Background: an optimization exercise with open tools, aiming at small area. Do not read the settings as production practice.
Where RTL was checked, it was by simulation tests only, not by an equivalence proof against the original.
The RTL of run 3 was laid out without a check of its function.
Power figures rest on the tool's default switching activity, not on a simulated workload.

==> design/flow/config.mk <==
export PLATFORM = sky130hd
export DESIGN_NAME = cpu_top
export DESIGN_NICKNAME = cpu_top
export VERILOG_FILES = /design/flow/design.v
export SDC_FILE = /design/flow/constraint.sdc
export NUM_CORES = 4
export LEC_CHECK = 0
export CAP_MARGIN = 20
export CORE_MARGIN = 2
export CORE_UTILIZATION = 40
export SLEW_MARGIN = 20
export SYNTH_HIERARCHICAL = 1
export SYNTH_MINIMUM_KEEP_SIZE = 0
==> design/flow/constraint.sdc <==
create_clock -name core_clock -period 12.0 [get_ports {Clock}]
set_input_delay 2.4000 -clock core_clock [delete_from_list [all_inputs] [get_ports {Clock}]]
set_output_delay 2.4000 -clock core_clock [all_outputs]
set_load 0.01 [all_outputs]
==> design/flow/design.v <==
module regn(Clock, sh, hold, sel, res, Q);
	input wire Clock, sh, hold, sel, res;
	output reg [8:0] Q;
	wire top = sel ? res : Q[0];
	always @(posedge Clock)
		Q <= ({9{sh}} & {top, Q[8:1]}) | ({9{hold}} & Q);
endmodule
module cpu_top (DIN, Resetn, Clock, Run, Done, BusWires, debug_reg0, debug_reg1,
debug_reg2, debug_reg3, debug_reg4, debug_reg5, debug_reg6, debug_reg7);
	input wire [8:0] DIN;
	input wire Resetn, Clock, Run;
	output reg Done;
	output wire [8:0] BusWires;
	output wire [8:0] debug_reg0, debug_reg1;
	output wire [8:0] debug_reg2, debug_reg3, debug_reg4, debug_reg5, debug_reg6, debug_reg7;
	reg busy;             
	reg [3:0] t;          
	reg [1:0] q;          
	reg [8:0] ir;         
	reg cy;               
	reg ib, io;           
	reg [3:0] d;          
	reg [8:0] T;          
	wire [2:0] op = ir[8:6];
	wire [2:0] X = ir[5:3];
	wire [2:0] Y = ir[2:0];
	wire last = t[3];
	wire fin = ~q[1] & ~q[0];
	wire shiftc = op[2];
	wire aluc = ~op[2] & op[1];
	wire passP = shiftc & q[1];
	wire passS = shiftc & ~q[1] & q[0];
	wire [8:0] R0, R1, R2, R3, R4, R5, R6, R7;
	wire [7:0] selX;
	reg res;
	reg xb, yb;
	always @* begin
		case (X)
			3'd0: xb = R0[0];
			3'd1: xb = R1[0];
			3'd2: xb = R2[0];
			3'd3: xb = R3[0];
			3'd4: xb = R4[0];
			3'd5: xb = R5[0];
			3'd6: xb = R6[0];
			default: xb = R7[0];
		endcase
		case (Y)
			3'd0: yb = R0[0];
			3'd1: yb = R1[0];
			3'd2: yb = R2[0];
			3'd3: yb = R3[0];
			3'd4: yb = R4[0];
			3'd5: yb = R5[0];
			3'd6: yb = R6[0];
			default: yb = R7[0];
		endcase
	end
	assign selX = 8'b1 << X;
	wire sh = busy;
	wire hold = ~busy & Resetn;    
	regn reg_0 (Clock, sh, hold, selX[0], res, R0);
	regn reg_1 (Clock, sh, hold, selX[1], res, R1);
	regn reg_2 (Clock, sh, hold, selX[2], res, R2);
	regn reg_3 (Clock, sh, hold, selX[3], res, R3);
	regn reg_4 (Clock, sh, hold, selX[4], res, R4);
	regn reg_5 (Clock, sh, hold, selX[5], res, R5);
	regn reg_6 (Clock, sh, hold, selX[6], res, R6);
	regn reg_7 (Clock, sh, hold, selX[7], res, R7);
	wire yp = yb ^ (q[0] | ib);
	wire s = xb ^ yp ^ cy;
	wire co = (xb & yp) | (xb & cy) | (yp & cy);
	wire dflag = xb ^ yb ^ op[0];           
	wire bma = op[0] & xb & ~yb;            
	wire ns = dflag ? (io ^ (op[0] & xb)) : xb;
	wire tin0 = op[0] & xb;                 
	reg tap;
	always @* begin
		case (d)
			4'd0: tap = tin0;
			4'd1: tap = T[8];
			4'd2: tap = T[7];
			4'd3: tap = T[6];
			4'd4: tap = T[5];
			4'd5: tap = T[4];
			4'd6: tap = T[3];
			4'd7: tap = T[2];
			default: tap = T[1];
		endcase
	end
	wire dinb = last ? DIN[8] : DIN[t[2:0]];
	always @* begin
		if (!fin)
			res = (passS & ~last) ? tap : xb;
		else if (shiftc)
			res = xb;
		else if (op[1])
			res = last ? ns : (s ^ io);
		else if (op[0])
			res = dinb;
		else
			res = yb;
	end
	reg tin;
	always @* begin
		if (passP)
			tin = ~op[0] & cy;
		else if (passS)
			tin = tin0;
		else
			tin = res;
	end
	always @(posedge Clock, negedge Resetn)
		if (!Resetn) begin
			busy <= 1'b0;
			Done <= 1'b0;
		end else begin
			busy <= busy ? ~(last & fin) : Run;
			Done <= busy & last & fin;
		end
	always @(posedge Clock) begin
		T <= {tin, T[8:1]};
		t <= (busy & ~last) ? t + 4'd1 : 4'd0;
		if (!busy) begin
			ir <= DIN;
			q <= {DIN[8], ~DIN[8] & DIN[7]};
			d <= 4'd0;
			cy <= 1'b1;
		end else begin
			if (last)
				q <= q - 2'd1;
			if (passP & ~last & (yb == op[0]))
				d <= d + 4'd1;
			if (passP)
				cy <= xb;
			else if (last)
				cy <= dflag & cy;
			else
				cy <= co;
			if (last & q[0]) begin
				ib <= dflag | bma;
				io <= (dflag & ~cy) | bma;
			end
		end
	end
	assign BusWires = T;
	assign debug_reg0 = R0;
	assign debug_reg1 = R1;
	assign debug_reg2 = R2;
	assign debug_reg3 = R3;
	assign debug_reg4 = R4;
	assign debug_reg5 = R5;
	assign debug_reg6 = R6;
	assign debug_reg7 = R7;
endmodule
==> design/flow/flow/run.sh <==
#!/bin/bash
# Standard ORFS layout (the standard.sh, unchanged synthesis), with two
# layout choices: ports are buffered with buf_1 instead of the default
# buffer, and CTS inserts no dummy loads.
set -euo pipefail
bash standard.sh \
  "BUFFER_PORTS_ARGS=-buffer_cell sky130_fd_sc_hd__buf_1" \
  "CTS_ARGS=-sink_clustering_enable -repair_clock_nets -dont_use_dummy_load" \
  finish > standard_make.log 2>&1
==> design/flow/standard.sh <==
#!/bin/bash
# synth_recipe.tcl (not shown) runs the flow's synth.tcl, then flattens the netlist and writes it again
# the make line also repeats each setting of config.mk as NAME=value (left out here)
make -C /OpenROAD-flow-scripts/flow DESIGN_CONFIG=/design/flow/config.mk WORK_HOME=/design/flow/orfs CLKGATE_MAP_FILE= SYNTH_SCRIPT=/design/flow/synth_recipe.tcl "${@:-finish}"
==> flow_metrics.tcl, run 1 <==
set metrics [dict create \
    outcome "finished clean" \
    finClkSkew_ns 0.01728 \
    clock_tree_root_buffer_cell "sky130_fd_sc_hd__clkbuf_8" \
    power.share.clock_pct 13.8 \
    route.vias.total 2914 \
    distinct_cell_type_count_after_synthesis 56 \
    leakagePower_nw 1.777 \
    track_usage_pct 15.03 \
    syn_avg_cell_area_um2 12.09 \
    final.min_clock_period_ns 4.571 \
    worstPathArrival_ns 4.82 \
    start_kind "flop" \
    net_count_synth 355 \
    reg2reg_from "ir[5]$_DFFE_PN_" \
    p_per_area_mw_per_mm2 271.9 \
    worst_setup_path_startpoint "ir[5]$_DFFE_PN_" \
    final-hold-violation-count 0 \
    drt_first_pass_iters 4 \
    mostFrequentLayoutCells "93 x sky130_fd_sc_hd__buf_1, 90 x sky130_fd_sc_hd__dfxtp_1, 73 x sky130_fd_sc_hd__a22o_1" \
    finalSetupTns_ns 0 \
    max-cap-violations 0 \
    part_of_the_yosys_area_used_for_sequential_elements_pct 55.19 \
    ant_nets 0 \
    clk_latency_ns 0.36 \
    hold_class "reg -> reg" \
    ir_drop_uv 103.6 \
    pin_count_of_the_biggest_net_entering_global_routing 84 \
    areaGrowthSynthToFinish_pct 13.12 \
    timing_max_transition_violations_final 0 \
    synth.largest_area_cell "sky130_fd_sc_hd__dfxtp_1" \
    route.detailed.vias_per_inst 5.298 \
    htree_levels 3 \
    netSwitchingFraction_pct 37.30 \
    cts.sink_count 105 \
    detailedRoute.firstIterationViolations 135 \
    post_route_cells_drive_above_1_share_pct 6.954 \
    cts_buffer_count 9 \
    wirelength_mm 8.281 \
    first_global_vias 2615 \
    cp.required_ns 12.25 \
    path_class "reg -> reg" \
    timing.critical_path.to_type "flop" \
    period_share_pct 38.09 \
    measured_slew_at_the_worst_slew_check_pin_ns 0.9545 \
    route.detailed.drc 0 \
    total_power_mw 1.249 \
    post-route-util_pct 46.80 \
    number_of_warnings_printed_during_yosys_synthesis 8 \
    grt_remaining_overflow 0 \
    grt_pass1_wl_mm 13.34 \
    min_from "T[5]$_DFF_P_" \
    grt_antenna_before_repair 0 \
    path_clk_slew_ns 0.09 \
    die_h_um 104.8 \
    worstPathMaxFanout 14 \
    antenna_cells 0 \
    post_synth_main_area_contributors "sky130_fd_sc_hd__dfxtp_1 44%, sky130_fd_sc_hd__a22o_1 16%, sky130_fd_sc_hd__edfxtp_1 9.6%" \
    fp.dieW_um 104.8 \
    dominantRegCellSynth "sky130_fd_sc_hd__dfxtp_1" \
    post_synth_inst_count 336 \
    synth.ff_latch_count 105 \
    final_common_cell "sky130_fd_sc_hd__buf_1" \
    post_cts_resized 0 \
    filler_cell_count 956 \
    finalSetupViolCount 0 \
    wl_per_cell_um 15.06 \
    port_buffers 93 \
    rsz0062_at_grt "no" \
    total_switching_power_mw 0.4660 \
    placeable_core_region_mm2 0.009819 \
    fmaxAchievable_mhz 218.8 \
    synth_enable_flop_cells 13 \
    worst_slew_margin_rel_pct 35.98 \
    tritoncts_clock_tree "done" \
    power.internal_mw 0.7835 \
    row_count 36 \
    synth_area_mm2 0.004063 \
    final_design_area_no_fill_mm2 0.004596 \
    design.die.area_mm2 0.01098 \
    clock_path_buffers 2 \
    cts_post_setup_buffers_inserted 0 \
    combinationalPowerShare_pct 35.5 \
    layout.nets 438 \
    boundaryPins 94 \
    postSynth.asyncResetShare_pct 1.905 \
    initial_utilization_pct 41.37 \
    placed_area_mm2 0.004472 \
    post-dp-hpwl_mm 5.662 \
    synth.top_cell.area_share_pct 44.35 \
    place_congestion 0.7962 \
    sequentialPowerShare_pct 50.7 \
    number_of_hold_repair_buffers_added_at_the_cts_stage 0 \
]
-- final cells by class --
class                   instances  area (um^2)  area share (%)
well taps                     133        166.4           3.621
flip-flops and latches        105         2243           48.82
inverters                      13        48.80           1.062
repair buffers                 95        364.1           7.923
clock buffers                   9        123.9           2.695
multi-input cells             195         1649           35.88
-- metrics by stage --
stage,hold WS (ns),setup slack [ns],cells
after detailed placement,0.3624,7.484,541
after floorplan,0.3901,7.777,336
after global placement,0.3624,7.528,541
final,0.3612,7.429,550
after CTS,0.3611,7.454,550
after global routing,0.3676,7.098,550
-- path summary, 6_finish.rpt --
kind	endpoint	slack, ns	depth (start not counted)
max	reg_5.Q[8]$_DFF_P_	7.43	13
min	T[4]$_DFF_P_	0.36	0
max reg2reg	reg_5.Q[8]$_DFF_P_	7.43	13
min reg2reg	T[4]$_DFF_P_	0.36	0
max in group asynchronous	busy$_DFF_PN0_	10.00	1
min in group asynchronous	Done$_DFF_PN0_	1.84	1
-- cells by family after synthesis --
| family | Yosys count | share of synthesized area [%] |
|---|---|---|
| flip-flops | 105 | 55.19 |
| AO/OA/AOI/OAI | 104 | 22.94 |
| AND/OR/NAND/NOR | 60 | 8.408 |
| buffers and inverters | 36 | 4.404 |
| multiplexers | 18 | 5.420 |
| adder cells (fa/ha/maj) | 7 | 2.341 |
| XOR/XNOR | 6 | 1.293 |
-- critical path: stages (launching register included) --
cell,delay (ns)
sky130_fd_sc_hd__edfxtp_1,0.59
sky130_fd_sc_hd__and3_1,0.30
sky130_fd_sc_hd__a32o_1,0.22
sky130_fd_sc_hd__o31ai_2,0.80
sky130_fd_sc_hd__inv_1,0.15
sky130_fd_sc_hd__fa_1,0.56
sky130_fd_sc_hd__xor2_1,0.20
sky130_fd_sc_hd__o21ai_0,0.24
sky130_fd_sc_hd__o211a_1,0.28
sky130_fd_sc_hd__o21ai_0,0.10
sky130_fd_sc_hd__nor4_2,0.07
sky130_fd_sc_hd__a311o_1,0.45
sky130_fd_sc_hd__mux2_1,0.34
sky130_fd_sc_hd__a22o_1,0.17
-- routing by layer --
| metal | track usage [%] | vias up | wire (um) |
|---|---|---|---|
| met5 | 0 | - | 0 |
| met4 | 6.476 | 0 | 130 |
| met3 | 4.055 | 11 | 383 |
| met2 | 20.87 | 80 | 3521 |
| met1 | 21.80 | 1393 | 4246 |
| li1 | - | 1430 | - |
-- per-module statistics from Yosys, one instance, submodules excluded --
module / cells inside / copies in the design / cell area (um^2)
cpu_top: 168 / 1 / 1820
regn: 21 / 8 / 280.3
-- power groups by stage --
stage	sequential [mW]	clock, mW	combinational, mW
floorplan	0.662	0	0.272
global placement	0.639	0	0.439
detailed placement	0.642	0	0.447
CTS	0.635	0.179	0.448
global route	0.656	0.191	0.485
finish	0.633	0.173	0.443
-- sequential cells by signal, summed over array words and instances (netlist names) --
register,count
reg_3.Q,9
reg_1.Q,9
t,4
reg_4.Q,9
T,9
ib,1
reg_0.Q,9
cy,1
reg_5.Q,9
io,1
reg_2.Q,9
reg_7.Q,9
d,4
ir,9
busy,1
Done,1
q,2
reg_6.Q,9
-- cells in the mapped netlist, drive strengths merged (2+ instances only) --
cell type,instances
dfxtp,90
a22o,73
buf,21
nor2,15
edfxtp,13
inv,13
nand2,13
mux2,9
o21ai,9
mux2i,7
ha,6
nor3,6
and3,5
xnor2,5
nor3b,4
a32o,3
and4bb,3
nor4,3
o31ai,3
a211oi,2
a21oi,2
a221o,2
a22oi,2
and2b,2
clkbuf,2
dfrtp,2
mux4,2
nand2b,2
nand3,2
==> run 2: changes to the inputs <==
==> design/flow/run.sh (new file) <==
#!/bin/bash
# synth_recipe.tcl (not shown) runs the flow's synth.tcl, then flattens the netlist and writes it again
# the make line also repeats each setting of config.mk as NAME=value (left out here)
make -C /OpenROAD-flow-scripts/flow DESIGN_CONFIG=/design/flow/config.mk WORK_HOME=/design/flow/orfs CLKGATE_MAP_FILE= SYNTH_SCRIPT=/design/flow/synth_recipe.tcl finish
--- a/design/flow/config.mk
+++ b/design/flow/config.mk
@@ -9,5 +9,3 @@
 export CORE_MARGIN = 2
 export CORE_UTILIZATION = 40
 export SLEW_MARGIN = 20
-export SYNTH_HIERARCHICAL = 1
-export SYNTH_MINIMUM_KEEP_SIZE = 0
removed: design/flow/flow/run.sh
removed: design/flow/standard.sh
==> flow_metrics.tcl, run 2 <==
set metrics [dict create \
    post_route_cells_drive_above_1_share_pct 5.810 \
    sequentialPowerShare_pct 44.2 \
    timing.critical_path.cells "clkdlybuf4s50_1, mux2i_1, mux4_2, a21oi_1, or4_1, o211ai_2, o211ai_1" \
    total_power_mw 1.418 \
    port_buffers 93 \
    track_usage_pct 17.43 \
    synth.largest_area_cell "sky130_fd_sc_hd__dfxtp_1" \
    final-hold-violation-count 0 \
    initial_utilization_pct 41.32 \
    synth.top_cell.area_share_pct 42.24 \
    post-dp-hpwl_mm 6.745 \
    p_per_area_mw_per_mm2 259.7 \
    finClkSkew_ns 0.01587 \
    power.internal_mw 0.8999 \
    ir_drop_uv 117.0 \
    grt_pass1_wl_mm 16.10 \
    timing.critical_path.to_type "flop" \
    final.min_clock_period_ns 3.972 \
    tritoncts_clock_tree "done" \
    stdcell_count 704 \
    post_synth_inst_count 486 \
    fp.dieW_um 107.3 \
    finalSetupTns_ns 0 \
    row_count 37 \
    outcome "finished clean" \
    synthTopCellsByCount "140 x sky130_fd_sc_hd__nand2_1, 90 x sky130_fd_sc_hd__dfxtp_1, 64 x sky130_fd_sc_hd__o21ai_0" \
    fmaxAchievable_mhz 251.7 \
    filler_cell_count 982 \
    hold_class "reg -> reg" \
    clk_latency_ns 0.37 \
    dominantRegCellSynth "sky130_fd_sc_hd__dfxtp_1" \
    first_global_vias 3298 \
    wl_per_cell_um 13.87 \
    timing_max_transition_violations_final 0 \
    number_of_hold_repair_buffers_added_at_the_cts_stage 0 \
    htree_levels 3 \
    critical-path-max-stage-delay_ns 0.51 \
    final_design_area_no_fill_mm2 0.005461 \
    boundaryPins 94 \
    pin_count_of_the_biggest_net_entering_global_routing 139 \
    clock_tree_root_buffer_cell "sky130_fd_sc_hd__clkbuf_8" \
    placed_area_mm2 0.005263 \
    cts_post_setup_buffers_inserted 0 \
    critPathBufInv 1 \
    combinationalPowerShare_pct 40.7 \
    rsz0062_at_grt "no" \
    path_class "in -> reg" \
    cts_buffer_count 9 \
    grt_remaining_overflow 0 \
    netSwitchingFraction_pct 36.56 \
    cts.sink_count 105 \
    part_of_the_yosys_area_used_for_sequential_elements_pct 52.57 \
    mostFrequentLayoutCells "140 x sky130_fd_sc_hd__nand2_1, 92 x sky130_fd_sc_hd__clkdlybuf4s50_1, 90 x sky130_fd_sc_hd__dfxtp_1" \
    syn_avg_cell_area_um2 8.776 \
    leakagePower_nw 2.059 \
    layout.nets 582 \
    distinct_cell_type_count_after_synthesis 58 \
    route.detailed.vias_per_inst 5.089 \
    detailedRoute.firstIterationViolations 157 \
    max-cap-violations 0 \
    grt_antenna_before_repair 0 \
    worstPathArrival_ns 4.25 \
    synth.ff_latch_count 105 \
    synth_enable_flop_cells 13 \
    ant_nets 0 \
    route.detailed.drc 0 \
    crit_family "multiplexers" \
    design.die.area_mm2 0.01151 \
    net_count_synth 505 \
    synth_area_mm2 0.004265 \
    die_h_um 107.3 \
    clock_path_buffers 2 \
    post-route-util_pct 52.90 \
    power.share.clock_pct 15.1 \
    wirelength_mm 9.765 \
    measured_slew_at_the_worst_slew_check_pin_ns 0.8383 \
    period_share_pct 33.10 \
    postSynth.asyncResetShare_pct 1.905 \
    number_of_warnings_printed_during_yosys_synthesis 2 \
    post_synth_main_area_contributors "sky130_fd_sc_hd__dfxtp_1 42%, sky130_fd_sc_hd__nand2_1 12%, sky130_fd_sc_hd__edfxtp_1 9.2%" \
    drt_first_pass_iters 4 \
    placeable_core_region_mm2 0.01032 \
    finalSetupViolCount 0 \
    critical-path-slowest-cell "sky130_fd_sc_hd__clkdlybuf4s50_1" \
    path_clk_slew_ns 0.10 \
    worstPathMaxFanout 8 \
    areaGrowthSynthToFinish_pct 28.04 \
    post_cts_resized 0 \
    total_switching_power_mw 0.5185 \
    final_common_cell "sky130_fd_sc_hd__nand2_1" \
    route.vias.total 3583 \
    placed_cells_incl_taps 688 \
    cp.required_ns 12.28 \
    place_congestion 0.8333 \
    worst_slew_margin_rel_pct 44.05 \
    yosysMostFrequentCell "sky130_fd_sc_hd__nand2_1" \
    antenna_cells 0 \
    start_kind "input pin" \
]
run 2: final cells by class:
cell class              instances  area, um^2  share of cell area, %
multi-input cells             339        1857                  34.00
clock buffers                  10       137.6                  2.520
flip-flops and latches        105        2246                  41.12
well taps                     136       170.2                  3.116
inverters                      13       48.80                 0.8935
clock inverters                 6       57.56                  1.054
repair buffers                 95       944.7                  17.30
run 2: kinds of logic after synthesis:
group,Yosys count,share of synthesized area [%]
AOI/OAI and AO/OA,111,16.10
adders and majority gates,7,2.053
DFF,105,52.57
and+or+nand+nor,201,20.04
muxes,14,4.107
buffers and inverters,42,3.901
xor gates and xnor gates,6,1.232
run 2: power groups by stage:
stage	combinational, mW	clock (mW)	sequential, mW
2_1_floorplan	0.266	0	0.656
3_3_place_gp	0.570	0	0.635
3_5_place_dp	0.582	0	0.636
4_1_cts	0.585	0.222	0.629
5_1_grt	0.640	0.236	0.649
6_report	0.577	0.214	0.627
run 2: stage by stage:
| step | worst slack (ns) | hold WS [ns] |
|---|---|---|
| after detailed placement | 7.684 | 0.3647 |
| after global placement | 7.681 | 0.3675 |
| after global routing | 7.941 | 0.3937 |
| after floorplan | 8.387 | 0.3927 |
| final | 8.028 | 0.3761 |
| after CTS | 8.052 | 0.3792 |
run 2: routing by layer:
layer / global-route usage [%] / vias to the layer above / routed length (um)
li1: - / 1829 / -
met1: 23.47 / 1657 / 4623
met2: 26.99 / 89 / 4364
met3: 4.722 / 8 / 675
met4: 6.030 / 0 / 101
met5: 0 / - / 0
run 2: path summary, 6_finish.rpt:
check | from | to | slack [ns] | cells past startpoint
setup / recovery | DIN[7] | reg_0.Q[8]$_DFF_P_ | 8.03 | 7
hold / removal | T[6]$_DFF_P_ | T[5]$_DFF_P_ | 0.38 | 0
setup reg to reg | ir[3]$_DFFE_PN_ | T[8]$_DFF_P_ | 8.65 | 10
hold reg to reg | T[6]$_DFF_P_ | T[5]$_DFF_P_ | 0.38 | 0
max in group asynchronous | Resetn | busy$_DFF_PN0_ | 9.30 | 2
min in group asynchronous | Resetn | busy$_DFF_PN0_ | 2.19 | 2
==> run 3: changes to the inputs <==
--- a/design/flow/design.v
+++ b/design/flow/design.v
@@ -4,6 +4,14 @@
 	wire top = sel ? res : Q[0];
 	always @(posedge Clock)
 		Q <= ({9{sh}} & {top, Q[8:1]}) | ({9{hold}} & Q);
+endmodule
+module hreg(Clock, ld, hold, d, Q);
+	parameter n = 9;
+	input wire Clock, ld, hold;
+	input wire [n-1:0] d;
+	output reg [n-1:0] Q;
+	always @(posedge Clock)
+		Q <= ({n{ld}} & d) | ({n{hold}} & Q);
 endmodule
 module cpu_top (DIN, Resetn, Clock, Run, Done, BusWires, debug_reg0, debug_reg1,
 debug_reg2, debug_reg3, debug_reg4, debug_reg5, debug_reg6, debug_reg7);
@@ -16,10 +24,11 @@
 	reg busy;             
 	reg [3:0] t;          
 	reg [1:0] q;          
-	reg [8:0] ir;         
+	wire [8:0] ir;        
 	reg cy;               
-	reg ib, io;           
 	reg [3:0] d;          
+	wire ib = d[0];       
+	wire io = d[1];       
 	reg [8:0] T;          
 	wire [2:0] op = ir[8:6];
 	wire [2:0] X = ir[5:3];
@@ -122,7 +131,6 @@
 		T <= {tin, T[8:1]};
 		t <= (busy & ~last) ? t + 4'd1 : 4'd0;
 		if (!busy) begin
-			ir <= DIN;
 			q <= {DIN[8], ~DIN[8] & DIN[7]};
 			d <= 4'd0;
 			cy <= 1'b1;
@@ -137,12 +145,13 @@
 				cy <= dflag & cy;
 			else
 				cy <= co;
-			if (last & q[0]) begin
-				ib <= dflag | bma;
-				io <= (dflag & ~cy) | bma;
+			if (last & q[0] & aluc) begin
+				d[0] <= dflag | bma;
+				d[1] <= (dflag & ~cy) | bma;
 			end
 		end
 	end
+	hreg Ireg (Clock, ~busy, busy, DIN, ir);
 	assign BusWires = T;
 	assign debug_reg0 = R0;
 	assign debug_reg1 = R1;
==> design/flow/flow/run.sh (new file) <==
#!/bin/bash
# Standard ORFS layout (the standard.sh, unchanged synthesis), with these
# layout choices: ports are buffered with buf_1 instead of the default buffer,
# CTS inserts no dummy loads, and after global routing gates on paths with
# slack are downsized (RECOVER_POWER).
set -euo pipefail
bash standard.sh \
  "BUFFER_PORTS_ARGS=-buffer_cell sky130_fd_sc_hd__buf_1" \
  "CTS_ARGS=-sink_clustering_enable -repair_clock_nets -dont_use_dummy_load" \
  "RECOVER_POWER=100" \
  finish > standard_make.log 2>&1
==> design/flow/standard.sh (new file) <==
#!/bin/bash
# synth_recipe.tcl (not shown) runs the flow's synth.tcl, then flattens the netlist and writes it again
# the make line also repeats each setting of config.mk as NAME=value (left out here)
make -C /OpenROAD-flow-scripts/flow DESIGN_CONFIG=/design/flow/config.mk WORK_HOME=/design/flow/orfs CLKGATE_MAP_FILE= SYNTH_SCRIPT=/design/flow/synth_recipe.tcl "${@:-finish}"
--- a/design/flow/config.mk
+++ b/design/flow/config.mk
@@ -9,3 +9,5 @@
 export CORE_MARGIN = 2
 export CORE_UTILIZATION = 40
 export SLEW_MARGIN = 20
+export SYNTH_HIERARCHICAL = 1
+export SYNTH_MINIMUM_KEEP_SIZE = 0
removed: design/flow/run.sh
==> flow_metrics.tcl, run 3 <==
set metrics [dict create \
    path_class "in -> reg" \
    post_synth_inst_count 355 \
    fp.dieW_um 103.7 \
    outcome "failed layout checks" \
    placeable_core_region_mm2 0.009729 \
    reg2reg_from "busy$_DFF_PN0_" \
    place_congestion 0.8859 \
    grt_remaining_overflow 0 \
    critPathBufInv 2 \
    path_clk_slew_ns 0.08 \
    grt_pass1_wl_mm 14.32 \
    checkFailReasons "max-capacitance violations, max-slew violations" \
    rsz0062_at_grt "no" \
    net_count_synth 374 \
    cts_buffer_count 9 \
    grt_antenna_before_repair 0 \
    crit_family "buffers and inverters" \
    synthTopCellsByCount "99 x sky130_fd_sc_hd__dfxtp_1, 82 x sky130_fd_sc_hd__a22o_1, 17 x sky130_fd_sc_hd__buf_2" \
    synth.largest_area_cell "sky130_fd_sc_hd__dfxtp_1" \
    finalSetupViolCount 0 \
    synth.ff_latch_count 103 \
    yosysMostFrequentCell "sky130_fd_sc_hd__dfxtp_1" \
    route.detailed.vias_per_inst 5.390 \
    htree_levels 3 \
    post-route-util_pct 46.09 \
    post_cts_resized 0 \
    clk_latency_ns 0.36 \
    timing.critical_path.cells "buf_1, nor2b_1, clkbuf_1, a22o_1" \
    cts.sink_count 103 \
    final.min_clock_period_ns 5.019 \
    reg2regPathDepth 4 \
    timing.critical_path.to_type "flop" \
    ir_drop_uv 83.88 \
    hold_end "T[7]$_DFF_P_" \
    clock_path_buffers 2 \
    number_of_warnings_printed_during_yosys_synthesis 9 \
    synth.top_cell.area_share_pct 49.84 \
    first_global_vias 2768 \
    start_kind "input pin" \
    boundaryPins 94 \
    pin_count_of_the_biggest_net_entering_global_routing 73 \
    number_of_hold_repair_buffers_added_at_the_cts_stage 0 \
    r2r_slack_ns 7.41 \
    tritoncts_clock_tree "done" \
    measured_slew_at_the_worst_slew_check_pin_ns 3.042 \
    row_count 36 \
    worstPathMaxFanout 72 \
    synth_enable_flop_cells 2 \
    critical_path.reg2reg.endpoint "d[1]$_SDFFE_PN0P_" \
    synth_area_mm2 0.003976 \
    dominantRegCellSynth "sky130_fd_sc_hd__dfxtp_1" \
    critical-path-max-stage-delay_ns 2.16 \
    fmaxAchievable_mhz 199.3 \
    ant_nets 0 \
    post_route_cells_drive_above_1_share_pct 3.695 \
    drt_first_pass_iters 4 \
    design.die.area_mm2 0.01075 \
    detailedRoute.firstIterationViolations 146 \
    route.detailed.drc 0 \
    leakagePower_nw 1.715 \
    syn_avg_cell_area_um2 11.20 \
    finalSetupTns_ns 0 \
    final_common_cell "sky130_fd_sc_hd__dfxtp_1" \
    cts_post_setup_buffers_inserted 0 \
    die_h_um 103.7 \
    worst_slew_margin_rel_pct -102.8 \
    final-hold-violation-count 0 \
    period_share_pct 41.82 \
    max-cap-violations 2 \
    wirelength_mm 8.900 \
    antenna_cells 0 \
    post_synth_main_area_contributors "sky130_fd_sc_hd__dfxtp_1 50%, sky130_fd_sc_hd__a22o_1 18%, sky130_fd_sc_hd__mux2_1 2.3%" \
    worstPathArrival_ns 5.30 \
    initial_utilization_pct 40.87 \
    port_buffers 93 \
    areaGrowthSynthToFinish_pct 12.78 \
    min_from "T[8]$_DFF_P_" \
    cp.required_ns 12.29 \
    part_of_the_yosys_area_used_for_sequential_elements_pct 52.61 \
    post-dp-hpwl_mm 5.998 \
    hold_class "reg -> reg" \
    wl_per_cell_um 15.72 \
    finClkSkew_ns 0.02162 \
    worst_hold_path.num_cells 0 \
    clock_tree_root_buffer_cell "sky130_fd_sc_hd__clkbuf_8" \
    route.vias.total 3051 \
    postSynth.asyncResetShare_pct 1.942 \
    track_usage_pct 16.33 \
    p_per_area_mw_per_mm2 261.0 \
    mostFrequentLayoutCells "99 x sky130_fd_sc_hd__dfxtp_1, 93 x sky130_fd_sc_hd__buf_1, 82 x sky130_fd_sc_hd__a22o_1" \
    layout.nets 454 \
    distinct_cell_type_count_after_synthesis 57 \
    timing_max_transition_violations_final 141 \
    critical-path-slowest-cell "sky130_fd_sc_hd__clkbuf_1" \
]
run 3: worst max-delay path by stage:
stage / start / end / slack (ns) / cells after the start
final: Resetn / reg_2.Q[8]$_DFF_P_ / 6.98 / 4
after CTS: DIN[7] / reg_2.Q[8]$_DFF_P_ / 7.88 / 9
after global routing: Resetn / reg_4.Q[8]$_DFF_P_ / 6.66 / 4
after floorplan: DIN[7] / reg_0.Q[8]$_DFF_P_ / 7.95 / 8
after global placement: DIN[7] / reg_3.Q[8]$_DFF_P_ / 7.55 / 9
after detailed placement: DIN[7] / reg_0.Q[8]$_DFF_P_ / 7.49 / 9
run 3: where the power goes:
group | total [mW] | leakage [nW] | internal (mW) | switching, mW
combinational | 0.417 | 0.798 | 0.202 | 0.215
clock | 0.170 | 0.0647 | 0.0675 | 0.102
sequential | 0.584 | 0.853 | 0.453 | 0.131
run 3: per-module statistics from Yosys, one instance, submodules excluded:
module   flops+latches  cell area (um^2)
regn                 9             280.3
hreg                 9             275.3
cpu_top             22              1459
run 3: cell type report:
class	count	area, um^2
Fill cell	981	5245
Sequential cell	103	2092
Multi-Input combinational cell	217	1712
Timing Repair Buffer	95	356.6
Tap cell	133	166.4
Clock buffer	9	123.9
Inverter	9	33.78
run 3: cells by family after synthesis:
family	after synthesis	share of synthesized area [%]
flip-flops	103	52.61
adder cells (fa/ha/maj)	7	2.391
multiplexers	15	5.601
AND/OR/NAND/NOR	72	9.692
buffers and inverters	35	4.028
XOR/XNOR	5	1.290
AO/OA/AOI/OAI	118	24.39
run 3: metrics by stage:
stage / std cells / power (mW) / area, um^2 / hold slack [ns] / setup WS, ns
2_1_floorplan: 355 / 0.8773 / 3976 / 0.3931 / 7.955
4_1_cts: 566 / 1.188 / 4513 / 0.3673 / 7.877
3_5_place_dp: 557 / 1.016 / 4389 / 0.3652 / 7.489
6_report: 566 / 1.170 / 4484 / 0.3580 / 6.981
3_3_place_gp: 557 / 1.008 / 4389 / 0.3648 / 7.555
5_1_grt: 566 / 1.255 / 4484 / 0.3644 / 6.659
run 3: metal layers:
layer,vias to the layer above,share of wire (%),track usage (%)
met2,83,45,23.98
met3,9,5.7,4.594
li1,1500,-,-
met5,-,0,0
met1,1459,48,22.96
met4,0,1.3,5.792
==> run 4: changes to the inputs <==
--- a/design/flow/design.v
+++ b/design/flow/design.v
@@ -17,28 +17,29 @@
 debug_reg2, debug_reg3, debug_reg4, debug_reg5, debug_reg6, debug_reg7);
 	input wire [8:0] DIN;
 	input wire Resetn, Clock, Run;
-	output reg Done;
+	output wire Done;
 	output wire [8:0] BusWires;
 	output wire [8:0] debug_reg0, debug_reg1;
 	output wire [8:0] debug_reg2, debug_reg3, debug_reg4, debug_reg5, debug_reg6, debug_reg7;
 	reg busy;             
 	reg [3:0] t;          
-	reg [1:0] q;          
+	reg pa;               
+	reg pb;               
 	wire [8:0] ir;        
 	reg cy;               
 	reg [3:0] d;          
 	wire ib = d[0];       
 	wire io = d[1];       
-	reg [8:0] T;          
+	reg [8:1] T;          
 	wire [2:0] op = ir[8:6];
 	wire [2:0] X = ir[5:3];
 	wire [2:0] Y = ir[2:0];
 	wire last = t[3];
-	wire fin = ~q[1] & ~q[0];
+	wire fin = ~pa & ~pb;
 	wire shiftc = op[2];
 	wire aluc = ~op[2] & op[1];
-	wire passP = shiftc & q[1];
-	wire passS = shiftc & ~q[1] & q[0];
+	wire passP = shiftc & pa;
+	wire passS = pb;
 	wire [8:0] R0, R1, R2, R3, R4, R5, R6, R7;
 	wire [7:0] selX;
 	reg res;
@@ -76,7 +77,7 @@
 	regn reg_5 (Clock, sh, hold, selX[5], res, R5);
 	regn reg_6 (Clock, sh, hold, selX[6], res, R6);
 	regn reg_7 (Clock, sh, hold, selX[7], res, R7);
-	wire yp = yb ^ (q[0] | ib);
+	wire yp = yb ^ (pa | ib);
 	wire s = xb ^ yp ^ cy;
 	wire co = (xb & yp) | (xb & cy) | (yp & cy);
 	wire dflag = xb ^ yb ^ op[0];           
@@ -120,23 +121,24 @@
 			tin = res;
 	end
 	always @(posedge Clock, negedge Resetn)
-		if (!Resetn) begin
+		if (!Resetn)
 			busy <= 1'b0;
-			Done <= 1'b0;
-		end else begin
+		else
 			busy <= busy ? ~(last & fin) : Run;
-			Done <= busy & last & fin;
-		end
+	assign Done = busy & last & fin;
 	always @(posedge Clock) begin
-		T <= {tin, T[8:1]};
+		T <= {tin, T[8:2]};
 		t <= (busy & ~last) ? t + 4'd1 : 4'd0;
 		if (!busy) begin
-			q <= {DIN[8], ~DIN[8] & DIN[7]};
+			pa <= DIN[8] | DIN[7];
+			pb <= 1'b0;
 			d <= 4'd0;
 			cy <= 1'b1;
 		end else begin
-			if (last)
-				q <= q - 2'd1;
+			if (last) begin
+				pa <= 1'b0;
+				pb <= passP;
+			end
 			if (passP & ~last & (yb == op[0]))
 				d <= d + 4'd1;
 			if (passP)
@@ -145,14 +147,14 @@
 				cy <= dflag & cy;
 			else
 				cy <= co;
-			if (last & q[0] & aluc) begin
+			if (last & pa & ~shiftc) begin
 				d[0] <= dflag | bma;
 				d[1] <= (dflag & ~cy) | bma;
 			end
 		end
 	end
 	hreg Ireg (Clock, ~busy, busy, DIN, ir);
-	assign BusWires = T;
+	assign BusWires = {tin, T[8:1]};
 	assign debug_reg0 = R0;
 	assign debug_reg1 = R1;
 	assign debug_reg2 = R2;
==> design/flow/flow/run.sh (replaced) <==
#!/bin/bash
# Standard ORFS layout (the standard.sh, unchanged synthesis), with two
# layout choices: ports are buffered with buf_1 instead of the default
# buffer, and CTS inserts no dummy loads.
set -euo pipefail
bash standard.sh \
  "BUFFER_PORTS_ARGS=-buffer_cell sky130_fd_sc_hd__buf_1" \
  "CTS_ARGS=-sink_clustering_enable -repair_clock_nets -dont_use_dummy_load" \
  finish > standard_make.log 2>&1
==> flow_metrics.tcl, run 4 <==
set metrics [dict create \
    worst_hold_path.num_cells 0 \
    worst_slew_margin_rel_pct 38.11 \
    post_route_cells_drive_above_1_share_pct 6.459 \
    reg2reg_from "Ireg.Q[5]$_DFF_P_" \
    port_buffers 93 \
    synth_enable_flop_cells 1 \
    post_cts_resized 0 \
    fmaxAchievable_mhz 151.5 \
    post_synth_inst_count 336 \
    tritoncts_clock_tree "done" \
    clock_tree_root_buffer_cell "sky130_fd_sc_hd__clkbuf_8" \
    final-seq-area_mm2 0.002038 \
    worstPathMaxFanout 2 \
    first_global_vias 2719 \
    synth_area_mm2 0.003925 \
    final_common_cell "sky130_fd_sc_hd__dfxtp_1" \
    route.vias.total 2921 \
    wl_per_cell_um 15.45 \
    drt_first_pass_iters 4 \
    clk_latency_ns 0.36 \
    initial_utilization_pct 40.72 \
    cp.required_ns 9.60 \
    synth.largest_area_cell "sky130_fd_sc_hd__dfxtp_1" \
    timing.critical_path.cells "buf_1, mux4_1, mux2i_1, a2111oi_1, a311oi_2, o41ai_1, buf_1" \
    reg2regPathDepth 12 \
    synth.top_cell.area_share_pct 50.49 \
    worstPathArrival_ns 4.20 \
    dominantRegCellSynth "sky130_fd_sc_hd__dfxtp_1" \
    design.die.area_mm2 0.01062 \
    grt_remaining_overflow 0 \
    number_of_hold_repair_buffers_added_at_the_cts_stage 0 \
    cts.sink_count 101 \
    path_clk_slew_ns 0.07 \
    route.detailed.drc 0 \
    grt_pass1_wl_mm 13.65 \
    hold_class "reg -> reg" \
    boundaryPins 94 \
    synth.ff_latch_count 101 \
    holdWs_ns 0.3538 \
    detailedRoute.firstIterationViolations 86 \
    filler_cell_count 953 \
    post_synth_main_area_contributors "sky130_fd_sc_hd__dfxtp_1 50%, sky130_fd_sc_hd__a22o_1 18%, sky130_fd_sc_hd__mux2_1 2.3%" \
    critical_path.reg2reg.endpoint "reg_3.Q[8]$_DFF_P_" \
    row_count 36 \
    min_from "T[6]$_DFF_P_" \
    critical-path-slowest-cell "sky130_fd_sc_hd__o41ai_1" \
    max-cap-violations 0 \
    final-hold-violation-count 0 \
    net_count_synth 354 \
    clock_path_buffers 2 \
    antenna_cells 0 \
    layout.nets 438 \
    final.min_clock_period_ns 6.600 \
    period_share_pct 55.00 \
    part_of_the_yosys_area_used_for_sequential_elements_pct 51.90 \
    outcome "finished clean" \
    wirelength_mm 8.512 \
    p_per_area_mw_per_mm2 293.0 \
    critPathBufInv 2 \
    grt_antenna_before_repair 0 \
    post-dp-hpwl_mm 5.773 \
    crit_family "compound AO/OA/AOI/OAI gates" \
    cts_post_setup_buffers_inserted 0 \
    number_of_warnings_printed_during_yosys_synthesis 9 \
    finalSetupViolCount 0 \
    leakagePower_nw 1.715 \
    rsz0062_at_grt "no" \
    finClkSkew_ns 0.03647 \
    areaGrowthSynthToFinish_pct 13.48 \
    placeable_core_region_mm2 0.009639 \
    yosysMostFrequentCell "sky130_fd_sc_hd__dfxtp_1" \
    ir_drop_uv 142.4 \
    path_class "in -> out" \
    crit_path_frequent_cell "sky130_fd_sc_hd__buf_1" \
    track_usage_pct 16.28 \
    die_h_um 103.1 \
    distinct_cell_type_count_after_synthesis 59 \
    syn_avg_cell_area_um2 11.68 \
    route.detailed.vias_per_inst 5.301 \
    measured_slew_at_the_worst_slew_check_pin_ns 0.9283 \
    mostFrequentLayoutCells "99 x sky130_fd_sc_hd__dfxtp_1, 93 x sky130_fd_sc_hd__buf_1, 81 x sky130_fd_sc_hd__a22o_1" \
    place_congestion 0.8867 \
    critical-path-max-stage-delay_ns 0.57 \
    hold_end "T[5]$_DFF_P_" \
    postSynth.asyncResetShare_pct 0.9901 \
    timing.critical_path.to_type "output port" \
    start_kind "input pin" \
    synthTopCellsByCount "99 x sky130_fd_sc_hd__dfxtp_1, 81 x sky130_fd_sc_hd__a22o_1, 23 x sky130_fd_sc_hd__nor2_1" \
    fp.dieW_um 103.1 \
    htree_levels 3 \
    multiInputGateArea_mm2 0.001728 \
    pin_count_of_the_biggest_net_entering_global_routing 91 \
    finalSetupTns_ns 0 \
    ant_nets 0 \
    timing_max_transition_violations_final 0 \
    cts_buffer_count 9 \
    r2r_slack_ns 7.98 \
]
[run 4: cell count changes after synthesis, moves of 4 or more]
cell / previous run / this run
sky130_fd_sc_hd__mux2i_1: 2 / 8
sky130_fd_sc_hd__nor2_1: 16 / 23
sky130_fd_sc_hd__nand4_1: 4 / 0
sky130_fd_sc_hd__clkbuf_1: 7 / 0
sky130_fd_sc_hd__o21ai_1: 6 / 1
sky130_fd_sc_hd__mux4_2: 4 / 0
sky130_fd_sc_hd__nand3_1: 9 / 2
[run 4: cell type report]
cell class / count / share of cell area [%]
Sequential cell: 101 / 45.76
Multi-Input combinational cell: 204 / 38.79
Timing Repair Buffer: 95 / 8.174
Tap cell: 133 / 3.736
Clock buffer: 9 / 2.781
Inverter: 9 / 0.7584
[run 4: report_power, final]
group          internal [mW]  leakage [nW]  switching [mW]
sequential             0.462         0.829           0.125
clock                 0.0675        0.0647          0.0989
combinational          0.253         0.821           0.299
[run 4: modules after synthesis, one instance, submodules excluded]
module   times used  cell area (um^2)
cpu_top           1              1408
regn              8             280.3
hreg              1             275.3
[run 4: through the flow]
step | std cells | util [%] | area, um^2 | worst slack, ns | power, mW
global route | 551 | 46.21 | 4454 | 5.101 | 1.413
finish | 551 | 46.21 | 4454 | 5.400 | 1.305
floorplan | 336 | - | 3925 | 5.869 | 1.002
detailed placement | 542 | 44.92 | 4330 | 5.364 | 1.149
CTS | 551 | 46.21 | 4454 | 5.353 | 1.319
global placement | 542 | 44.92 | 4330 | 5.351 | 1.140
[run 4: logic make-up after synthesis]
| family | share of synthesized area, % |
|---|---|
| flip-flops | 51.90 |
| adder cells (fa/ha/maj) | 2.104 |
| multiplexers | 6.439 |
| AO/OA/AOI/OAI | 26.27 |
| AND/OR/NAND/NOR | 7.683 |
| XOR/XNOR | 1.339 |
| buffers and inverters | 4.271 |
[run 4: routing by layer]
layer | vias to the layer above | wire, um | GRT usage [%]
li1 | 1440 | - | -
met1 | 1407 | 4216 | 22.82
met2 | 70 | 3799 | 24.43
met3 | 4 | 438 | 3.254
met4 | 0 | 57 | 6.883
met5 | - | 0 | 0
[run 4: how the worst max path moves through the flow]
stage,start,endpoint,slack [ns],cells after the start
after detailed placement,DIN[1],BusWires[8],5.36,7
after global placement,DIN[5],BusWires[8],5.35,7
final,DIN[5],BusWires[8],5.40,7
after global routing,DIN[5],BusWires[8],5.10,7
after floorplan,DIN[5],BusWires[8],5.87,6
after CTS,DIN[1],BusWires[8],5.35,7
[run 4: worst reg2reg max path: stages (launching register included)]
cell and delay (ns):
sky130_fd_sc_hd__dfxtp_1 0.56, sky130_fd_sc_hd__mux2_4 0.34, sky130_fd_sc_hd__o221a_1 0.26, sky130_fd_sc_hd__o32ai_2 0.44
sky130_fd_sc_hd__fa_1 0.56, sky130_fd_sc_hd__xnor2_1 0.15, sky130_fd_sc_hd__a31o_2 0.25, sky130_fd_sc_hd__a31oi_1 0.15
sky130_fd_sc_hd__o311ai_1 0.14, sky130_fd_sc_hd__a311oi_2 0.32, sky130_fd_sc_hd__nor2_1 0.21, sky130_fd_sc_hd__mux2_1 0.37
sky130_fd_sc_hd__a22o_1 0.18
==> run 5: changes to the inputs <==
--- a/design/flow/flow/run.sh
+++ b/design/flow/flow/run.sh
@@ -5,5 +5,5 @@
 set -euo pipefail
 bash standard.sh \
   "BUFFER_PORTS_ARGS=-buffer_cell sky130_fd_sc_hd__buf_1" \
-  "CTS_ARGS=-sink_clustering_enable -repair_clock_nets -dont_use_dummy_load" \
+  "CTS_ARGS=-sink_clustering_enable -repair_clock_nets -dont_use_dummy_load -buf_list sky130_fd_sc_hd__clkbuf_8 -sink_clustering_size 20" \
   finish > standard_make.log 2>&1
==> flow_metrics.tcl, run 5 <==
set metrics [dict create \
    track_usage_pct 16.28 \
    die_h_um 103.1 \
    worst_slew_margin_rel_pct 38.11 \
    crit_family "compound AO/OA/AOI/OAI gates" \
    multiInputGateArea_mm2 0.001728 \
    timing_max_transition_violations_final 0 \
    cts_post_setup_buffers_inserted 0 \
    pin_count_of_the_biggest_net_entering_global_routing 91 \
    cts.sink_count 101 \
    synth_area_mm2 0.003925 \
    wl_per_cell_um 15.45 \
    post_synth_main_area_contributors "sky130_fd_sc_hd__dfxtp_1 50%, sky130_fd_sc_hd__a22o_1 18%, sky130_fd_sc_hd__mux2_1 2.3%" \
    outcome "finished clean" \
    part_of_the_yosys_area_used_for_sequential_elements_pct 51.90 \
    synth.ff_latch_count 101 \
    filler_cell_count 953 \
    areaGrowthSynthToFinish_pct 13.48 \
    number_of_hold_repair_buffers_added_at_the_cts_stage 0 \
    rsz0062_at_grt "no" \
    final_common_cell "sky130_fd_sc_hd__dfxtp_1" \
    combinationalPowerShare_pct 42.3 \
    htree_levels 3 \
    drt-met1-wl_mm 4.216 \
    stdcell_count 551 \
    final.min_clock_period_ns 6.600 \
    worstPathArrival_ns 4.20 \
    ant_nets 0 \
    finalSetupTns_ns 0 \
    grt_remaining_overflow 0 \
    cp.required_ns 9.60 \
    path_class "in -> out" \
    finalSetupViolCount 0 \
    fmaxAchievable_mhz 151.5 \
    fin_ws_ns 5.400 \
    initial_utilization_pct 40.72 \
    post_cts_resized 0 \
    max-cap-violations 0 \
    power.share.clock_pct 12.8 \
    number_of_warnings_printed_during_yosys_synthesis 9 \
    grt_pass1_wl_mm 13.65 \
    path_clk_slew_ns 0.07 \
    final-hold-violation-count 0 \
    crit_path_frequent_cell "sky130_fd_sc_hd__buf_1" \
    postSynth.asyncResetShare_pct 0.9901 \
    design.die.area_mm2 0.01062 \
    post_route_cells_drive_above_1_share_pct 6.459 \
    power.internal_mw 0.7823 \
    port_buffers 93 \
    critical-path-max-stage-delay_ns 0.57 \
    p_per_area_mw_per_mm2 293.0 \
    route.detailed.vias_per_inst 5.301 \
    worstPathMaxFanout 2 \
    critPathBufInv 2 \
    highest_layer "met4" \
    placed_cells_incl_taps 542 \
    leakagePower_nw 1.715 \
    route.vias.total 2921 \
    cts_buffer_count 9 \
    route.detailed.drc 0 \
    distinct_cell_type_count_after_synthesis 59 \
    synthTopCellsByCount "99 x sky130_fd_sc_hd__dfxtp_1, 81 x sky130_fd_sc_hd__a22o_1, 23 x sky130_fd_sc_hd__nor2_1" \
    drt_first_pass_iters 4 \
    layout.nets 438 \
    placeable_core_region_mm2 0.009639 \
    timing.critical_path.to_type "output port" \
    syn_avg_cell_area_um2 11.68 \
    post-dp-hpwl_mm 5.773 \
    ir_drop_uv 142.4 \
    synth.top_cell.area_share_pct 50.49 \
    total_switching_power_mw 0.5227 \
    sequentialPowerShare_pct 45.0 \
    clock_path_buffers 2 \
    place_congestion 0.8867 \
    yosysMostFrequentCell "sky130_fd_sc_hd__dfxtp_1" \
    met2RoutedLength_mm 3.799 \
    clk_latency_ns 0.36 \
    grt_antenna_before_repair 0 \
    timing.critical_path.cells "buf_1, mux4_1, mux2i_1, a2111oi_1, a311oi_2, o41ai_1, buf_1" \
    synth_enable_flop_cells 1 \
    post-route-util_pct 46.21 \
    holdWs_ns 0.3538 \
    period_share_pct 55.00 \
    boundaryPins 94 \
    dominantRegCellSynth "sky130_fd_sc_hd__dfxtp_1" \
    start_kind "input pin" \
    detailedRoute.firstIterationViolations 86 \
    final-seq-area_mm2 0.002038 \
    row_count 36 \
    net_count_synth 354 \
    synth.largest_area_cell "sky130_fd_sc_hd__dfxtp_1" \
    dpl_worst_slack_ns 5.364 \
    fp.dieW_um 103.1 \
    finClkSkew_ns 0.03647 \
    wirelength_mm 8.512 \
    r2r_slack_ns 7.98 \
    post_synth_inst_count 336 \
    netSwitchingFraction_pct 40.05 \
    detailed_routed_wire_length_on_met3_um 438 \
    tritoncts_clock_tree "done" \
    hold_class "reg -> reg" \
    antenna_cells 0 \
    critical-path-slowest-cell "sky130_fd_sc_hd__o41ai_1" \
    clock_tree_root_buffer_cell "sky130_fd_sc_hd__clkbuf_8" \
    first_global_vias 2719 \
    mostFrequentLayoutCells "99 x sky130_fd_sc_hd__dfxtp_1, 93 x sky130_fd_sc_hd__buf_1, 81 x sky130_fd_sc_hd__a22o_1" \
    measured_slew_at_the_worst_slew_check_pin_ns 0.9283 \
]
==> run 5: area by class of cell <==
cell class | count | share of cell area (%)
Inverter | 9 | 0.7584
Clock buffer | 9 | 2.781
Timing Repair Buffer | 95 | 8.174
Multi-Input combinational cell | 204 | 38.79
Sequential cell | 101 | 45.76
Tap cell | 133 | 3.736
==> run 5: worst reg2reg max path, stage by stage (launching register included) <==
cell and delay, ns:
sky130_fd_sc_hd__dfxtp_1 0.56, sky130_fd_sc_hd__mux2_4 0.34, sky130_fd_sc_hd__o221a_1 0.26, sky130_fd_sc_hd__o32ai_2 0.44, sky130_fd_sc_hd__fa_1 0.56, sky130_fd_sc_hd__xnor2_1 0.15
sky130_fd_sc_hd__a31o_2 0.25, sky130_fd_sc_hd__a31oi_1 0.15, sky130_fd_sc_hd__o311ai_1 0.14, sky130_fd_sc_hd__a311oi_2 0.32, sky130_fd_sc_hd__nor2_1 0.21, sky130_fd_sc_hd__mux2_1 0.37
sky130_fd_sc_hd__a22o_1 0.18
==> run 5: power groups by stage <==
stage	logic (mW)	registers (mW)	clock network [mW]
floorplan	0.398	0.605	0
global placement	0.550	0.590	0
detailed placement	0.555	0.594	0
CTS	0.558	0.587	0.173
global route	0.614	0.610	0.189
finish	0.552	0.587	0.166
==> run 5: per-module statistics from Yosys, one instance, submodules excluded <==
module	flip-flops and latches	cells inside
cpu_top	20	148
regn	9	21
hreg	9	20
==> run 5: kinds of logic (layout without fill, tap and decap cells) <==
family          after synthesis  count (layout)  share of synthesized area, %
compound gates              113             113                         26.27
xor+xnor                      6               6                         1.339
mux                          20              20                         6.439
fa+ha+maj                     6               6                         2.104
flops                       101             101                         51.90
buf+inv                      31             113                         4.271
simple gates                 59              59                         7.683
==> run 5: per-layer routing <==
metal | up-vias | track usage (%)
li1 | 1440 | -
met5 | - | 0
met4 | 0 | 6.883
met3 | 4 | 3.254
met2 | 70 | 24.43
met1 | 1407 | 22.82
==> run 5: worst paths after layout <==
path,startpoint,end,depth (start not counted)
min in group asynchronous,Resetn,busy$_DFF_PN0_,1
setup / recovery,DIN[5],BusWires[8],7
max in group asynchronous,Resetn,busy$_DFF_PN0_,1
hold / removal,T[6]$_DFF_P_,T[5]$_DFF_P_,0
hold reg to reg,T[6]$_DFF_P_,T[5]$_DFF_P_,0
setup reg to reg,Ireg.Q[5]$_DFF_P_,reg_3.Q[8]$_DFF_P_,12
==> run 5: per-stage QoR <==
step | instance area (um^2) | power [mW]
after floorplan | 3925 | 1.002
after global placement | 4330 | 1.140
after detailed placement | 4330 | 1.149
after CTS | 4454 | 1.319
after global routing | 4454 | 1.413
final | 4454 | 1.305
==> run 6: changes to the inputs <==
--- a/design/flow/design.v
+++ b/design/flow/design.v
@@ -12,6 +12,31 @@
 	output reg [n-1:0] Q;
 	always @(posedge Clock)
 		Q <= ({n{ld}} & d) | ({n{hold}} & Q);
+endmodule
+module ALU(xb, yb, cy, pa, ib, io, op0, last, res, co, dflag, ibn, ion);
+	input wire xb, yb, cy, pa, ib, io, op0, last;
+	output wire res, co, dflag, ibn, ion;
+	wire yp = yb ^ (pa | ib);
+	wire s = xb ^ yp ^ cy;
+	assign co = (xb & yp) | (xb & cy) | (yp & cy);
+	assign dflag = xb ^ yb ^ op0;           
+	wire bma = op0 & xb & ~yb;              
+	wire ns = dflag ? (io ^ (op0 & xb)) : xb;
+	assign res = last ? ns : (s ^ io);
+	assign ibn = dflag | bma;
+	assign ion = (dflag & ~cy) | bma;
+endmodule
+module mux8(s, i, y);
+	input wire [2:0] s;
+	input wire [7:0] i;
+	output wire y;
+	assign y = i[s];
+endmodule
+module mux9(s, i, y);
+	input wire [3:0] s;
+	input wire [8:0] i;
+	output wire y;
+	assign y = s[3] ? i[8] : i[s[2:0]];
 endmodule
 module cpu_top (DIN, Resetn, Clock, Run, Done, BusWires, debug_reg0, debug_reg1,
 debug_reg2, debug_reg3, debug_reg4, debug_reg5, debug_reg6, debug_reg7);
@@ -43,29 +68,9 @@
 	wire [8:0] R0, R1, R2, R3, R4, R5, R6, R7;
 	wire [7:0] selX;
 	reg res;
-	reg xb, yb;
-	always @* begin
-		case (X)
-			3'd0: xb = R0[0];
-			3'd1: xb = R1[0];
-			3'd2: xb = R2[0];
-			3'd3: xb = R3[0];
-			3'd4: xb = R4[0];
-			3'd5: xb = R5[0];
-			3'd6: xb = R6[0];
-			default: xb = R7[0];
-		endcase
-		case (Y)
-			3'd0: yb = R0[0];
-			3'd1: yb = R1[0];
-			3'd2: yb = R2[0];
-			3'd3: yb = R3[0];
-			3'd4: yb = R4[0];
-			3'd5: yb = R5[0];
-			3'd6: yb = R6[0];
-			default: yb = R7[0];
-		endcase
-	end
+	wire xb, yb;
+	mux8 muxX (X, {R7[0], R6[0], R5[0], R4[0], R3[0], R2[0], R1[0], R0[0]}, xb);
+	mux8 muxY (Y, {R7[0], R6[0], R5[0], R4[0], R3[0], R2[0], R1[0], R0[0]}, yb);
 	assign selX = 8'b1 << X;
 	wire sh = busy;
 	wire hold = ~busy & Resetn;    
@@ -77,35 +82,19 @@
 	regn reg_5 (Clock, sh, hold, selX[5], res, R5);
 	regn reg_6 (Clock, sh, hold, selX[6], res, R6);
 	regn reg_7 (Clock, sh, hold, selX[7], res, R7);
-	wire yp = yb ^ (pa | ib);
-	wire s = xb ^ yp ^ cy;
-	wire co = (xb & yp) | (xb & cy) | (yp & cy);
-	wire dflag = xb ^ yb ^ op[0];           
-	wire bma = op[0] & xb & ~yb;            
-	wire ns = dflag ? (io ^ (op[0] & xb)) : xb;
+	wire alures, co, dflag, ibn, ion;
+	ALU alu (xb, yb, cy, pa, ib, io, op[0], last, alures, co, dflag, ibn, ion);
 	wire tin0 = op[0] & xb;                 
-	reg tap;
-	always @* begin
-		case (d)
-			4'd0: tap = tin0;
-			4'd1: tap = T[8];
-			4'd2: tap = T[7];
-			4'd3: tap = T[6];
-			4'd4: tap = T[5];
-			4'd5: tap = T[4];
-			4'd6: tap = T[3];
-			4'd7: tap = T[2];
-			default: tap = T[1];
-		endcase
-	end
-	wire dinb = last ? DIN[8] : DIN[t[2:0]];
+	wire tap, dinb;
+	mux9 muxT (d, {T[1], T[2], T[3], T[4], T[5], T[6], T[7], T[8], tin0}, tap);
+	mux9 muxD (t, DIN, dinb);
 	always @* begin
 		if (!fin)
 			res = (passS & ~last) ? tap : xb;
 		else if (shiftc)
 			res = xb;
 		else if (op[1])
-			res = last ? ns : (s ^ io);
+			res = alures;
 		else if (op[0])
 			res = dinb;
 		else
@@ -148,8 +137,8 @@
 			else
 				cy <= co;
 			if (last & pa & ~shiftc) begin
-				d[0] <= dflag | bma;
-				d[1] <= (dflag & ~cy) | bma;
+				d[0] <= ibn;
+				d[1] <= ion;
 			end
 		end
 	end
==> design/flow/flow/run.sh (replaced) <==
#!/bin/bash
# Standard ORFS layout (the standard.sh, unchanged synthesis), with two
# layout choices: ports are buffered with buf_1 instead of the default
# buffer, and CTS inserts no dummy loads.
set -euo pipefail
bash standard.sh \
  "BUFFER_PORTS_ARGS=-buffer_cell sky130_fd_sc_hd__buf_1" \
  "CTS_ARGS=-sink_clustering_enable -repair_clock_nets -dont_use_dummy_load -buf_list sky130_fd_sc_hd__clkbuf_16 -sink_clustering_size 30 -sink_clustering_max_diameter 200" \
  finish > standard_make.log 2>&1
==> flow_metrics.tcl, run 6 <==
set metrics [dict create \
    htree_levels 3 \
    crit_path_frequent_cell "sky130_fd_sc_hd__buf_1" \
    part_of_the_yosys_area_used_for_sequential_elements_pct 53.08 \
    leakagePower_nw 1.772 \
    sequentialPowerShare_pct 45.7 \
    die_h_um 101.9 \
    place_congestion 0.8058 \
    layout.nets 421 \
    first_global_vias 2579 \
    grt_pass1_wl_mm 12.91 \
    timing_max_transition_violations_final 0 \
    route.detailed.drc 0 \
    initial_utilization_pct 41.33 \
    finalSetupTns_ns 0 \
    start_kind "input pin" \
    ant_nets 0 \
    cts_post_setup_buffers_inserted 0 \
    fp.dieW_um 101.9 \
    cts_buffer_count 9 \
    dominantRegCellSynth "sky130_fd_sc_hd__dfxtp_1" \
    pin_count_of_the_biggest_net_entering_global_routing 93 \
    hold_class "reg -> reg" \
    yosysMostFrequentCell "sky130_fd_sc_hd__dfxtp_1" \
    track_usage_pct 15.94 \
    p_per_area_mw_per_mm2 303.2 \
    detailedRoute.firstIterationViolations 98 \
    drt_first_pass_iters 4 \
    antenna_cells 0 \
    finalSetupViolCount 0 \
    number_of_hold_repair_buffers_added_at_the_cts_stage 0 \
    fmaxAchievable_mhz 156.5 \
    path_clk_slew_ns 0.06 \
    grt_remaining_overflow 0 \
    ir_drop_uv 142.1 \
    netSwitchingFraction_pct 37.24 \
    synthTopCellsByCount "99 x sky130_fd_sc_hd__dfxtp_1, 81 x sky130_fd_sc_hd__a22o_1, 18 x sky130_fd_sc_hd__buf_2" \
    final.min_clock_period_ns 6.391 \
    period_share_pct 53.26 \
    critPathBufInv 2 \
    filler_cell_count 890 \
    row_count 35 \
    final-hold-violation-count 0 \
    max-cap-violations 0 \
    boundaryPins 94 \
    wl_per_cell_um 15.50 \
    critical-path-slowest-cell "sky130_fd_sc_hd__mux4_2" \
    path_class "in -> out" \
    worst_slew_margin_rel_pct 35.75 \
    route.detailed.vias_per_inst 5.231 \
    net_count_synth 341 \
    areaGrowthSynthToFinish_pct 15.91 \
    design.die.area_mm2 0.01039 \
    worstPathArrival_ns 3.99 \
    synth_enable_flop_cells 1 \
    crit_family "compound AO/OA/AOI/OAI gates" \
    worstPathMaxFanout 2 \
    total_switching_power_mw 0.5022 \
    post_synth_inst_count 326 \
    cts.sink_count 101 \
    measured_slew_at_the_worst_slew_check_pin_ns 0.9638 \
    holdWs_ns 0.3684 \
    clock_path_buffers 2 \
    grt_antenna_before_repair 0 \
    postSynth.asyncResetShare_pct 0.9901 \
    clock_tree_root_buffer_cell "sky130_fd_sc_hd__clkbuf_16" \
    synth.largest_area_cell "sky130_fd_sc_hd__dfxtp_1" \
    post_route_cells_drive_above_1_share_pct 5.941 \
    wirelength_mm 8.261 \
    number_of_warnings_printed_during_yosys_synthesis 9 \
    route.vias.total 2788 \
    final_common_cell "sky130_fd_sc_hd__dfxtp_1" \
    placeable_core_region_mm2 0.009284 \
    syn_avg_cell_area_um2 11.77 \
    port_buffers 93 \
    synth.top_cell.area_share_pct 51.65 \
    post-dp-hpwl_mm 5.404 \
    timing.critical_path.to_type "output port" \
    cp.required_ns 9.60 \
    finClkSkew_ns 0.02064 \
    outcome "finished clean" \
    critical-path-max-stage-delay_ns 0.48 \
    mostFrequentLayoutCells "99 x sky130_fd_sc_hd__dfxtp_1, 93 x sky130_fd_sc_hd__buf_1, 81 x sky130_fd_sc_hd__a22o_1" \
    synth_area_mm2 0.003837 \
    power.share.clock_pct 17.9 \
    tritoncts_clock_tree "done" \
    r2r_slack_ns 8.27 \
    clk_latency_ns 0.34 \
    timing.critical_path.cells "buf_1, mux2i_1, mux4_2, o21ai_1, a211oi_1, o21ai_0, nand3_1, a31oi_1, buf_1" \
    rsz0062_at_grt "no" \
    synth.ff_latch_count 101 \
    power.internal_mw 0.8462 \
    combinationalPowerShare_pct 36.4 \
    distinct_cell_type_count_after_synthesis 48 \
    post_synth_main_area_contributors "sky130_fd_sc_hd__dfxtp_1 52%, sky130_fd_sc_hd__a22o_1 18%, sky130_fd_sc_hd__mux2i_1 2.9%" \
    post_cts_resized 0 \
]
## run 6: cell types whose count changed after synthesis, moves of 3 or more
cell / change
sky130_fd_sc_hd__ha_1: -3
sky130_fd_sc_hd__mux2i_1: +3
sky130_fd_sc_hd__nand2_1: -8
sky130_fd_sc_hd__nor2_1: -8
sky130_fd_sc_hd__o21ai_0: +6
sky130_fd_sc_hd__xor2_1: +3
## run 6: final cells by class
cell class / count / area [um^2] / area share (%)
Clock buffer: 9 / 225.2 / 5.063
Inverter: 9 / 33.78 / 0.7595
Multi-Input combinational cell: 190 / 1625 / 36.54
Sequential cell: 101 / 2038 / 45.82
Tap cell: 129 / 161.4 / 3.629
Timing Repair Buffer: 95 / 364.1 / 8.186
## run 6: per-stage QoR
step / std cells / worst slack, ns / total power [mW] / instance area (um^2) / utilization [%]
4_1_cts: 533 / 5.590 / 1.365 / 4448 / 47.91
2_1_floorplan: 326 / 6.021 / 0.9733 / 3837 / -
3_5_place_dp: 524 / 5.587 / 1.120 / 4223 / 45.49
6_report: 533 / 5.609 / 1.348 / 4448 / 47.91
5_1_grt: 533 / 5.473 / 1.450 / 4448 / 47.91
3_3_place_gp: 524 / 5.592 / 1.108 / 4223 / 45.49
## run 6: cells by family after synthesis
family                   count (synthesis)  share of synthesized area, %
AO/OA/AOI/OAI                          106                         22.60
XOR/XNOR                                 7                         1.598
adder cells (fa/ha/maj)                  4                         1.467
buffers and inverters                   35                         4.760
flip-flops                             101                         53.08
multiplexers                            27                         9.716
AND/OR/NAND/NOR                         46                         6.782
## run 6: modules after synthesis, one instance, submodules excluded
module	cells inside	copies in the design	area (um^2)	flops+latches
mux8	3	2	63.81	0
mux9	8	2	76.32	0
cpu_top	92	1	867.1	20
ALU	24	1	172.7	0
regn	21	8	280.3	9
hreg	20	1	275.3	9
## run 6: worst reg2reg max path: stages, from the launching register on
cell and delay, ns:
sky130_fd_sc_hd__dfxtp_1 0.56, sky130_fd_sc_hd__mux4_1 0.61, sky130_fd_sc_hd__mux2_2 0.40, sky130_fd_sc_hd__and2_1 0.23
sky130_fd_sc_hd__mux2i_1 0.13, sky130_fd_sc_hd__mux4_2 0.24, sky130_fd_sc_hd__o21ai_1 0.06, sky130_fd_sc_hd__nor2b_1 0.14
sky130_fd_sc_hd__a211oi_1 0.25, sky130_fd_sc_hd__o21ai_0 0.38, sky130_fd_sc_hd__mux2_1 0.45, sky130_fd_sc_hd__a22o_1 0.18
## run 6: final timing paths
check                                  startpoint                 end  cells past startpoint
worst min register to register       T[2]$_DFF_P_        T[1]$_DFF_P_                      0
min in group asynchronous                  Resetn      busy$_DFF_PN0_                      1
worst max register to register  Ireg.Q[3]$_DFF_P_  reg_6.Q[8]$_DFF_P_                     11
worst max-delay path                       DIN[1]         BusWires[8]                      9
worst min-delay path                 T[2]$_DFF_P_        T[1]$_DFF_P_                      0
max in group asynchronous                  Resetn      busy$_DFF_PN0_                      1
## run 6: power groups by stage
stage	registers, mW	logic [mW]	clock network, mW
after floorplan	0.624	0.349	0
after global placement	0.618	0.489	0
after detailed placement	0.622	0.497	0
after CTS	0.618	0.498	0.249
after global routing	0.640	0.547	0.263
final	0.617	0.490	0.241
## run 6: metal layers
metal	routed length (um)	GRT usage (%)
met5	0	0
met2	3795	24.70
met4	113	5.436
met3	366	5.267
met1	3986	21.02

[what the ideal ports hide]
How much do the figures lean on ideal ports? The routed layouts below were timed once more, with nothing changed but the port constraints.
Step 1 sets driving cells, clkbuf_16 on the clock port and buf_2 on the other inputs (assumed; they add their load-dependent delay and slew).
Step 2, shift: input delay + t, output delay - t, t = (earliest + latest rising clock arrival at the registers) / 2. This alone moves slack from input paths to output paths.
Three values: ideal ports, drivers, drivers and shift; two values: the first two.
run | shift t [ns] | setup slack, ns | worst setup path after step 2
run 1 | 0.386 | 7.429 / 7.429 / 7.429 | register to register
run 2 | 0.393 | 8.028 / 8.035 / 7.642 | input to register
run 3 | 0.386 | 6.981 / 6.993 / 6.607 | input to register
run 4 | 0.370 | 5.400 / 5.358 / 5.358 | input to output
run 5 | 0.370 | 5.400 / 5.358 / 5.358 | input to output
run 6 | 0.368 | 5.609 / 5.581 / 5.581 | input to output
The setup slack of run 2, which loses most, moves by +0.007 ns with the drivers and by -0.386 ns with both steps.
